Context: an optimization exercise on an open-source flow, tuned for small area. The choices shown serve that exercise and are no tape-out recipe. Function not checked in this run: the RTL went through the layout flow alone. Power figures rest on the tool's default switching activity, not on a simulated workload.

## design/flow/design.v

```verilog
module mac8(input wire [7:0] A, input wire [7:0] M, input wire [7:0] C, input wire cin, output wire [7:0] W);
    wire n1 = A[0] & M[0];
    wire n2 = A[0] & M[1];
    wire n3 = A[0] & M[2];
    wire n4 = A[0] & M[3];
    wire n5 = A[0] & M[4];
    wire n6 = A[0] & M[5];
    wire n7 = A[0] & M[6];
    wire n8 = A[0] & M[7];
    wire n9 = A[1] & M[0];
    wire n10 = A[1] & M[1];
    wire n11 = A[1] & M[2];
    wire n12 = A[1] & M[3];
    wire n13 = A[1] & M[4];
    wire n14 = A[1] & M[5];
    wire n15 = A[1] & M[6];
    wire n16 = A[2] & M[0];
    wire n17 = A[2] & M[1];
    wire n18 = A[2] & M[2];
    wire n19 = A[2] & M[3];
    wire n20 = A[2] & M[4];
    wire n21 = A[2] & M[5];
    wire n22 = A[3] & M[0];
    wire n23 = A[3] & M[1];
    wire n24 = A[3] & M[2];
    wire n25 = A[3] & M[3];
    wire n26 = A[3] & M[4];
    wire n27 = A[4] & M[0];
    wire n28 = A[4] & M[1];
    wire n29 = A[4] & M[2];
    wire n30 = A[4] & M[3];
    wire n31 = A[5] & M[0];
    wire n32 = A[5] & M[1];
    wire n33 = A[5] & M[2];
    wire n34 = A[6] & M[0];
    wire n35 = A[6] & M[1];
    wire n36 = A[7] & M[0];
    wire n37 = n1 ^ C[0] ^ cin;
    wire n38 = (n1 & C[0]) | (n1 & cin) | (C[0] & cin);
    wire n39 = n2 ^ n9 ^ C[1];
    wire n40 = (n2 & n9) | (n2 & C[1]) | (n9 & C[1]);
    wire n41 = n3 ^ n10 ^ n16;
    wire n42 = (n3 & n10) | (n3 & n16) | (n10 & n16);
    wire n43 = n4 ^ n11 ^ n17;
    wire n44 = (n4 & n11) | (n4 & n17) | (n11 & n17);
    wire n45 = n5 ^ n12 ^ n18;
    wire n46 = (n5 & n12) | (n5 & n18) | (n12 & n18);
    wire n47 = n23 ^ n27 ^ C[4];
    wire n48 = (n23 & n27) | (n23 & C[4]) | (n27 & C[4]);
    wire n49 = n6 ^ n13 ^ n19;
    wire n50 = (n6 & n13) | (n6 & n19) | (n13 & n19);
    wire n51 = n24 ^ n28 ^ n31;
    wire n52 = (n24 & n28) | (n24 & n31) | (n28 & n31);
    wire n53 = n7 ^ n14 ^ n20;
    wire n54 = (n7 & n14) | (n7 & n20) | (n14 & n20);
    wire n55 = n25 ^ n29 ^ n32;
    wire n56 = (n25 & n29) | (n25 & n32) | (n29 & n32);
    wire n57 = n40 ^ n41 ^ C[2];
    wire n58 = (n40 & n41) | (n40 & C[2]) | (n41 & C[2]);
    wire n59 = n42 ^ n43 ^ n22;
    wire n60 = (n42 & n43) | (n42 & n22) | (n43 & n22);
    wire n61 = n44 ^ n45 ^ n47;
    wire n62 = (n44 & n45) | (n44 & n47) | (n45 & n47);
    wire n63 = n46 ^ n48 ^ n49;
    wire n64 = (n46 & n48) | (n46 & n49) | (n48 & n49);
    wire n65 = n50 ^ n52 ^ n53;
    wire n66 = (n50 & n52) | (n50 & n53) | (n52 & n53);
    wire n67 = n55 ^ n34 ^ C[6];
    wire n68 = (n55 & n34) | (n55 & C[6]) | (n34 & C[6]);
    wire n69 = n58 ^ n59 ^ C[3];
    wire n70 = (n58 & n59) | (n58 & C[3]) | (n59 & C[3]);
    wire n71 = n62 ^ n63 ^ n51;
    wire n72 = (n62 & n63) | (n62 & n51) | (n63 & n51);
    wire n73 = n64 ^ n65 ^ n67;
    wire n74 = (n64 & n65) | (n64 & n67) | (n65 & n67);
    wire n75 = n70 ^ n60 ^ n61;
    wire n76 = (n70 & n60) | (n70 & n61) | (n60 & n61);
    wire n77 = n76 ^ n71 ^ C[5];
    wire n78 = (n76 & n71) | (n76 & C[5]) | (n71 & C[5]);
    wire n79 = n78 ^ n72 ^ n73;
    wire n80 = (n78 & n72) | (n78 & n73) | (n72 & n73);
    wire n81 = n38 ^ n39;
    wire n82 = n38 & n39;
    wire n83 = n57 ^ n82;
    wire n84 = n57 & n82;
    wire n85 = n69 ^ n84;
    wire n86 = n69 & n84;
    wire n87 = n75 ^ n86;
    wire n88 = n75 & n86;
    wire n89 = n77 ^ n88;
    wire n90 = n77 & n88;
    wire n91 = n79 ^ n90;
    wire n92 = n79 & n90;
    wire n93 = n80 ^ n74;
    wire n94 = n93 ^ n66;
    wire n95 = n94 ^ n68;
    wire n96 = n95 ^ n54;
    wire n97 = n96 ^ n56;
    wire n98 = n97 ^ n8;
    wire n99 = n98 ^ n15;
    wire n100 = n99 ^ n21;
    wire n101 = n100 ^ n26;
    wire n102 = n101 ^ n30;
    wire n103 = n102 ^ n33;
    wire n104 = n103 ^ n35;
    wire n105 = n104 ^ n36;
    wire n106 = n105 ^ C[7];
    wire n107 = n106 ^ n92;
    assign W = {n107, n91, n89, n87, n85, n83, n81, n37};
endmodule
module Processor(
    input   wire        clk,
    input   wire        rstn,
    output  wire        LRMasterRD_o,
    output  wire        LRMasterWR_o,
    input   wire[7:0]   LRMasterRDData_i,
    output  wire[7:0]   LRMasterWRData_o,
    output  wire[7:0]   LRMasterAddr_o,
    output  wire        LROccupy_o
);
localparam [2:0] S_A0 = 3'd0, S_A1 = 3'd1, S_A2 = 3'd2, S_A3 = 3'd3,
                 S_X  = 3'd4, S_Y  = 3'd5, S_Z  = 3'd6;
reg [2:0] st;
reg [7:0] T;             
reg [7:0] R0, R1, PC, LR;
wire isX  = st == S_X;
wire isY  = st == S_Y;
wire isZ  = st == S_Z;
wire isA0 = st == S_A0;
wire isA2 = st == S_A2;
wire isA3 = st == S_A3;
wire [2:0] op  = T[7:5];
wire       d   = T[4];
wire       s   = T[3];
wire [2:0] imm = T[2:0];
wire isADD  = op == 3'd1;
wire isSUB  = op == 3'd2;
wire isMUL  = op == 3'd3;
wire isSHL  = op == 3'd4;
wire isALU  = isADD | isSUB | isMUL | isSHL;
wire isLDR  = op == 3'd5;
wire isSTR  = op == 3'd6;
wire isLDSP = op == 3'd7;
always @(posedge clk or negedge rstn) begin
    if (~rstn)
        st <= S_A0;
    else case (st)
        S_A0: st <= S_A1;
        S_A1: st <= S_A2;
        S_A2: st <= S_A3;
        S_A3: st <= S_X;
        S_X:  st <= isLDR ? S_Z : S_Y;
        S_Y:  st <= S_A3;
        S_Z:  st <= S_A2;
        default: st <= S_A0;
    endcase
end
always @(posedge clk)
    T <= isA3 ? LRMasterRDData_i : (isX & isLDR) ? T : PC;
wire xl   = isX & isLDSP;
wire dsel = xl ? s : (isX | isZ) & d;
wire [7:0] Rd = dsel ? R1 : isA0 ? 8'h0 : R0;
wire sel1 = isX & (isALU & ~(d & ~s) | (isLDR | isSTR) & s) | isZ & s;
wire [7:0] Xs = sel1 ? R1 : isA0 ? 8'h0 : R0;
assign LRMasterAddr_o   = (isA2 | isY) ? T : Xs;
assign LRMasterWRData_o = (isY | xl & d) ? PC : xl ? LR : Rd;
assign LRMasterRD_o     = isY | isZ | isX & (isLDR | isLDSP);
assign LRMasterWR_o     = isX & isSTR;
assign LROccupy_o       = 1'b0;
wire [7:0] D1   = (d == s) ? {5'b0, imm} : Xs;
wire [7:0] A    = LRMasterWRData_o;
wire       load = isZ | isX & (isLDR | isLDSP & (d == s));
wire       pass = xl & (d != s);
wire [7:0] oneh = (D1[7:3] == 5'd0) ? (8'd1 << D1[2:0]) : 8'd0;
wire       unit = isY | isX & (isADD | isSUB);
wire [7:0] M    = isX & isMUL ? D1 : isX & isSHL ? oneh : {7'b0, unit};
wire [7:0] C    = isX & isADD ? D1 : isX & isSUB ? ~D1 : load ? LRMasterRDData_i : pass ? Rd : 8'd0;
wire       cin  = isY | isX & isSUB;
wire [7:0] W;
mac8 mac(.A(A), .M(M), .C(C), .cin(cin), .W(W));
wire wr_gen = isX & (isALU | isLDR) | isZ;
wire wR0 = wr_gen & ~d;
wire wR1 = wr_gen & d;
wire wPC = isY | xl & d;
wire wLR = xl & ~d;
always @(posedge clk) begin
    if (wR0 | isA0) R0 <= W;
    if (wR1 | isA0) R1 <= W;
    if (wPC | isA0) PC <= W;
    if (wLR | isA0) LR <= W;
end
endmodule
```

## design/flow/run.sh

```bash
#!/bin/bash
# synth_recipe.tcl (not shown) runs the flow's synth.tcl, then flattens the netlist and writes it again
# the make line also repeats each setting of config.mk as NAME=value (left out here)
make -C /OpenROAD-flow-scripts/flow DESIGN_CONFIG=/design/flow/config.mk WORK_HOME=/design/flow/orfs CLKGATE_MAP_FILE= SYNTH_SCRIPT=/design/flow/synth_recipe.tcl finish
```

## design/flow/config.mk

```make
export PLATFORM = sky130hd
export DESIGN_NAME = Processor
export DESIGN_NICKNAME = Processor
export VERILOG_FILES = /design/flow/design.v
export SDC_FILE = /design/flow/constraint.sdc
export NUM_CORES = 4
export LEC_CHECK = 0
export ABC_AREA = 1
export CAP_MARGIN = 20
export CORE_MARGIN = 2
export CORE_UTILIZATION = 40
export SLEW_MARGIN = 20
```

## design/flow/constraint.sdc

```tcl
create_clock -name core_clock -period 8.0 [get_ports {clk}]
set_input_delay 1.6000 -clock core_clock [delete_from_list [all_inputs] [get_ports {clk}]]
set_output_delay 1.6000 -clock core_clock [all_outputs]
set_load 0.01 [all_outputs]
```

==> run notes <==
From synthesis to final layout, the design area changed by 12.93%. For this run, the detailed router's first-pass iteration total came to 5. The floorplan die area came out at 10360 sq um.

The height of the chip came out at 101.8 um. Counting flops and latches in the post-synthesis netlist gives 43. The worst setup path is captured at a flop.

The slack of the worst reg-to-reg path came out at 1.19 ns. The clock tree root driver cell is sky130_fd_sc_hd__clkbuf_8. The number of clock sinks came out at 43. After clock tree synthesis, the setup repair step added 0 buffers. In this run, synthesis inferred 40 flip-flops with an integrated enable.

Counting along the longest clock path gives a buffer depth of 2. The total length of routed wires is 11260 um. The netlist uses 41 different library cells. The total area of multi-input combinational cells is 2147 sq um. The number of cells produced by synthesis came out at 505. The library cell appearing most often on the critical path is sky130_fd_sc_hd__nand2_1. The later-pin clock latency in the skew report is 0.32 ns. Sorting the synthesized cells by area gives the leading types as sky130_fd_sc_hd__edfxtp_1, sky130_fd_sc_hd__nand2_1, sky130_fd_sc_hd__fa_1.

The wire length per cell is 17.11 um. The post-detailed-placement cell area is 4178 sq um. The worst hold path belongs to the class flop to flop.

The shortest clock period the worst path allows after layout is 6.810 ns. The critical path's slowest cell is sky130_fd_sc_hd__o21ai_2. The slew at the pin closest to its max-slew limit is 0.7767 ns. The register clock-pin slew on the reported worst setup and hold paths is 0.09 ns. The wire length of the first global-routing pass is 17640 um. Sorting the synthesized cells by how often they occur yields sky130_fd_sc_hd__nand2_1, sky130_fd_sc_hd__inv_1, sky130_fd_sc_hd__nor2_1, sky130_fd_sc_hd__nand3_1, sky130_fd_sc_hd__edfxtp_1. The summed negative setup slack over all endpoints came out at 0 ns. The leakage power is 2.017 nW.

The count of max-cap constraint violations is 0. The hold violation total from the final report was 0. The most common cell in the synthesized netlist is sky130_fd_sc_hd__nand2_1. Entering global routing, the biggest net connects 18 pins. The arrival time reported for the critical path endpoint is 6.87 ns. The final layout net count is 567.

For this run, the number of standard cells in the final layout without fillers is 658. The share of final-layout standard cells stronger than drive strength 1 came out at 9.074%. In this run the critical register-to-register path is launched from st[0].

The fraction of met3 tracks used by global routing came out at 4.348%. The count of buffers added on input and output ports is 27. The floorplan core area is 9240 sq um.

For the worst flop-to-flop path, the logic depth is 32. In this run the horizontal extent of the chip is 101.8 um. The total power per unit cell area is 428.1 nW/um^2. The mapped netlist covers 3824 sq um. The critical path ends at PC[7]. The sequential element share of the synthesized area is 33.38%. In this run the most used layer during global routing was met2. Dividing the final minimum period by the clock period gives 85.13%. The maximum vdd ir drop is 0.1652 mV. STA classifies the critical path startpoint as a flop. The largest single stage delay on the critical path is 0.66 ns. The average size of a mapped cell is 7.572 sq um. The initial antenna violation count was 0. The maximum operating frequency came out at 146.8 MHz. Counting every net in the synthesized netlist gives 544. The cell count after placement is 650. The finished layout cell area is 4318 sq um. Gates resized during post-CTS repair numbered 0. The met2 global-route usage came out at 35.27%. The leading area contributor after synthesis is sky130_fd_sc_hd__edfxtp_1. The critical path in this run is classified as flop to flop. At the end of routability-driven placement, the weighted congestion stood at 0.9607.

TritonCTS built the clock tree. The total global routing track utilization is 22.95%. In this run the tightest slew margin relative to its limit is 47.87%. The clock buffer count from CTS came out at 5. After filler insertion, the fill cell instance count of the layout stands at 925. For this run, the leading register cell type out of synthesis is sky130_fd_sc_hd__edfxtp_1. For this run, the share of the core covered by cells in the final layout is 46.73%. The via count came out at 3443. The cell row count is 35.

The H-tree generated during clock tree synthesis spans 2 levels. For this run, asynchronously set or reset flops after synthesis account for 6.977%. The remaining global-route overflow came out at 0. The global-route track usage on met1 came out at 32.62%. The post-detailed-placement half-perimeter wirelength is 9331 um. The endpoint identified for the worst register-to-register timing path is PC[7]. The number of global-route vias before repair is 3255. The total area of sequential cells came out at 1276 sq um. For this run, design rule violations remaining after detail routing come to 0. The flow ran to the end and the layout has no timing, DRC or antenna violations. On the final layout, the worst hold slack is 0.5164 ns. For the final database, setup skew stands at 0.008734 ns. The vias per cell came out at 5.233. Setup violations remaining at the end of the flow were counted as 0. The hold buffer count at cts is 0. Of the post-synthesis cell area, the dominant cell type holds 31.41%.

The largest fanout of any net on the critical path came out at 14. The top-level port count came out at 29. The antenna diode count came out at 0. The number of pins with negative max-slew slack in the final report is 0. The source of the critical timing path is st[0]. Data on the critical path is required at its endpoint by 8.06 ns. The violation count after the first detailed-route iteration came out at 316. The starting utilization of the core area came out at 41.38%. Setup repair after global routing left no endpoint under its margin. The synthesis warning total is 1. In this run the remaining antenna-violating nets after routing total 0.
-- cells in the final DEF (no fill, tap or decap), types with 2 or more instances in the layout --
cell type / instances
sky130_fd_sc_hd__nand2_1: 137
sky130_fd_sc_hd__inv_1: 75
sky130_fd_sc_hd__nor2_1: 46
sky130_fd_sc_hd__nand3_1: 41
sky130_fd_sc_hd__edfxtp_1: 40
sky130_fd_sc_hd__a21oi_1: 28
sky130_fd_sc_hd__clkdlybuf4s50_1: 27
sky130_fd_sc_hd__fa_1: 22
sky130_fd_sc_hd__o21ai_0: 19
sky130_fd_sc_hd__inv_2: 11
sky130_fd_sc_hd__o21ai_1: 10
sky130_fd_sc_hd__nand2_2: 9
sky130_fd_sc_hd__ha_1: 7
sky130_fd_sc_hd__nand4_1: 5
sky130_fd_sc_hd__clkbuf_8: 5
sky130_fd_sc_hd__mux2_2: 4
sky130_fd_sc_hd__nor3_1: 3
sky130_fd_sc_hd__or2_2: 3
sky130_fd_sc_hd__nor2_2: 3
sky130_fd_sc_hd__xnor2_1: 3
sky130_fd_sc_hd__dfrtp_1: 3
sky130_fd_sc_hd__nor2_4: 2
sky130_fd_sc_hd__o211ai_1: 2
sky130_fd_sc_hd__nand3_2: 2
sky130_fd_sc_hd__a22oi_2: 2
sky130_fd_sc_hd__o22ai_1: 2
sky130_fd_sc_hd__a221oi_1: 2
sky130_fd_sc_hd__xor2_1: 2
sky130_fd_sc_hd__bufinv_16: 2
-- report_power, final --
part | leakage (nW) | internal, W | switching [W]
Combinational | 1.52 | 0.000384 | 0.000767
Sequential | 0.430 | 0.000410 | 0.0000764
Clock | 0.0703 | 0.000127 | 0.0000848
Total | 2.02 | 0.000920 | 0.000928
-- flip-flops by register name (all words and copies together) (netlist names) --
signal,count
R0,8
PC,8
T,8
R1,8
st,3
LR,8
-- area by class of cell --
type | instances | area share [%]
clock buffer | 5 | 1.594
clock inverter | 3 | 1.652
inverter | 86 | 7.476
multi-input combinational | 365 | 49.72
sequential | 43 | 29.56
tap | 129 | 3.738
timing repair buffer | 27 | 6.259
-- per-stage QoR --
| step | setup slack [ns] | total power (W) |
|---|---|---|
| 2_1_floorplan | 2.240 | 0.001188 |
| 3_3_place_gp | 1.374 | 0.001626 |
| 3_5_place_dp | 1.281 | 0.001623 |
| 4_1_cts | 1.240 | 0.001839 |
| 5_1_grt | 0.6285 | 0.001977 |
| 6_report | 1.190 | 0.001848 |
-- critical path: cells and delay by family, from the launching register on --
kind | cells | cell delay (ns)
AOI/OAI and AO/OA | 2 | 0.83
adders and majority gates | 6 | 2.46
buffers and inverters | 8 | 0.87
xor gates and xnor gates | 3 | 0.49
DFF | 1 | 0.42
and+or+nand+nor | 13 | 1.45
-- cells by family (layout without fill, tap and decap cells) --
| group | count (synthesis) | count (layout) | share of synthesized area (%) |
|---|---|---|---|
| AND/OR/NAND/NOR | 255 | 255 | 29.06 |
| buffers and inverters | 97 | 121 | 10.47 |
| AO/OA/AOI/OAI | 71 | 71 | 10.86 |
| flip-flops | 43 | 43 | 33.38 |
| adder cells (fa/ha/maj) | 29 | 29 | 13.81 |
| XOR/XNOR | 5 | 5 | 1.145 |
| multiplexers | 4 | 4 | 1.178 |
| other | 1 | 1 | 0.09807 |
-- how the worst min path moves through the flow --
| stage | slack, ns | cells after the start | endpoint | from |
|---|---|---|---|---|
| floorplan | 0.47 | 1 | st[1] | st[0] |
| global placement | 0.50 | 1 | st[1] | st[0] |
| detailed placement | 0.51 | 1 | st[1] | st[0] |
| CTS | 0.52 | 1 | st[1] | st[0] |
| global route | 0.56 | 1 | st[1] | st[0] |
| finish | 0.52 | 1 | st[1] | st[0] |
-- routing by layer --
metal	up-vias	share of wire (%)
li1	1661	-
met1	1604	44
met2	154	44
met3	24	8.0
met4	0	3.2
met5	-	0

static timing again, ports no longer ideal:
The flow's constraints put no driver on any port. The routed layout listed below was extracted and timed again, unchanged, in two steps.
Step 1 (the two cells are an assumption about what drives the block):
set clk [get_ports {clk}]
set_driving_cell -lib_cell sky130_fd_sc_hd__clkbuf_16 $clk
set_driving_cell -lib_cell sky130_fd_sc_hd__buf_2 [delete_from_list [all_inputs] $clk]
Step 2 adds t to the input delays and takes it off the output delays; t is the mean of the earliest and latest rising clock arrival at the registers after step 1. Input paths then give back, and output paths get back, about the clock's delay inside the block.
Slacks: no drivers / after step 1 / after step 2; pairs: no drivers / after step 1.
t, ns: 0.341
slack for setup (ns): 1.190 / 1.190 / 1.190
worst data-port slew with drivers (ns): 0.04
After both steps this run still meets setup and hold. The setup slack of this run moves by 0.000 ns with the drivers and by 0.000 ns with both steps.
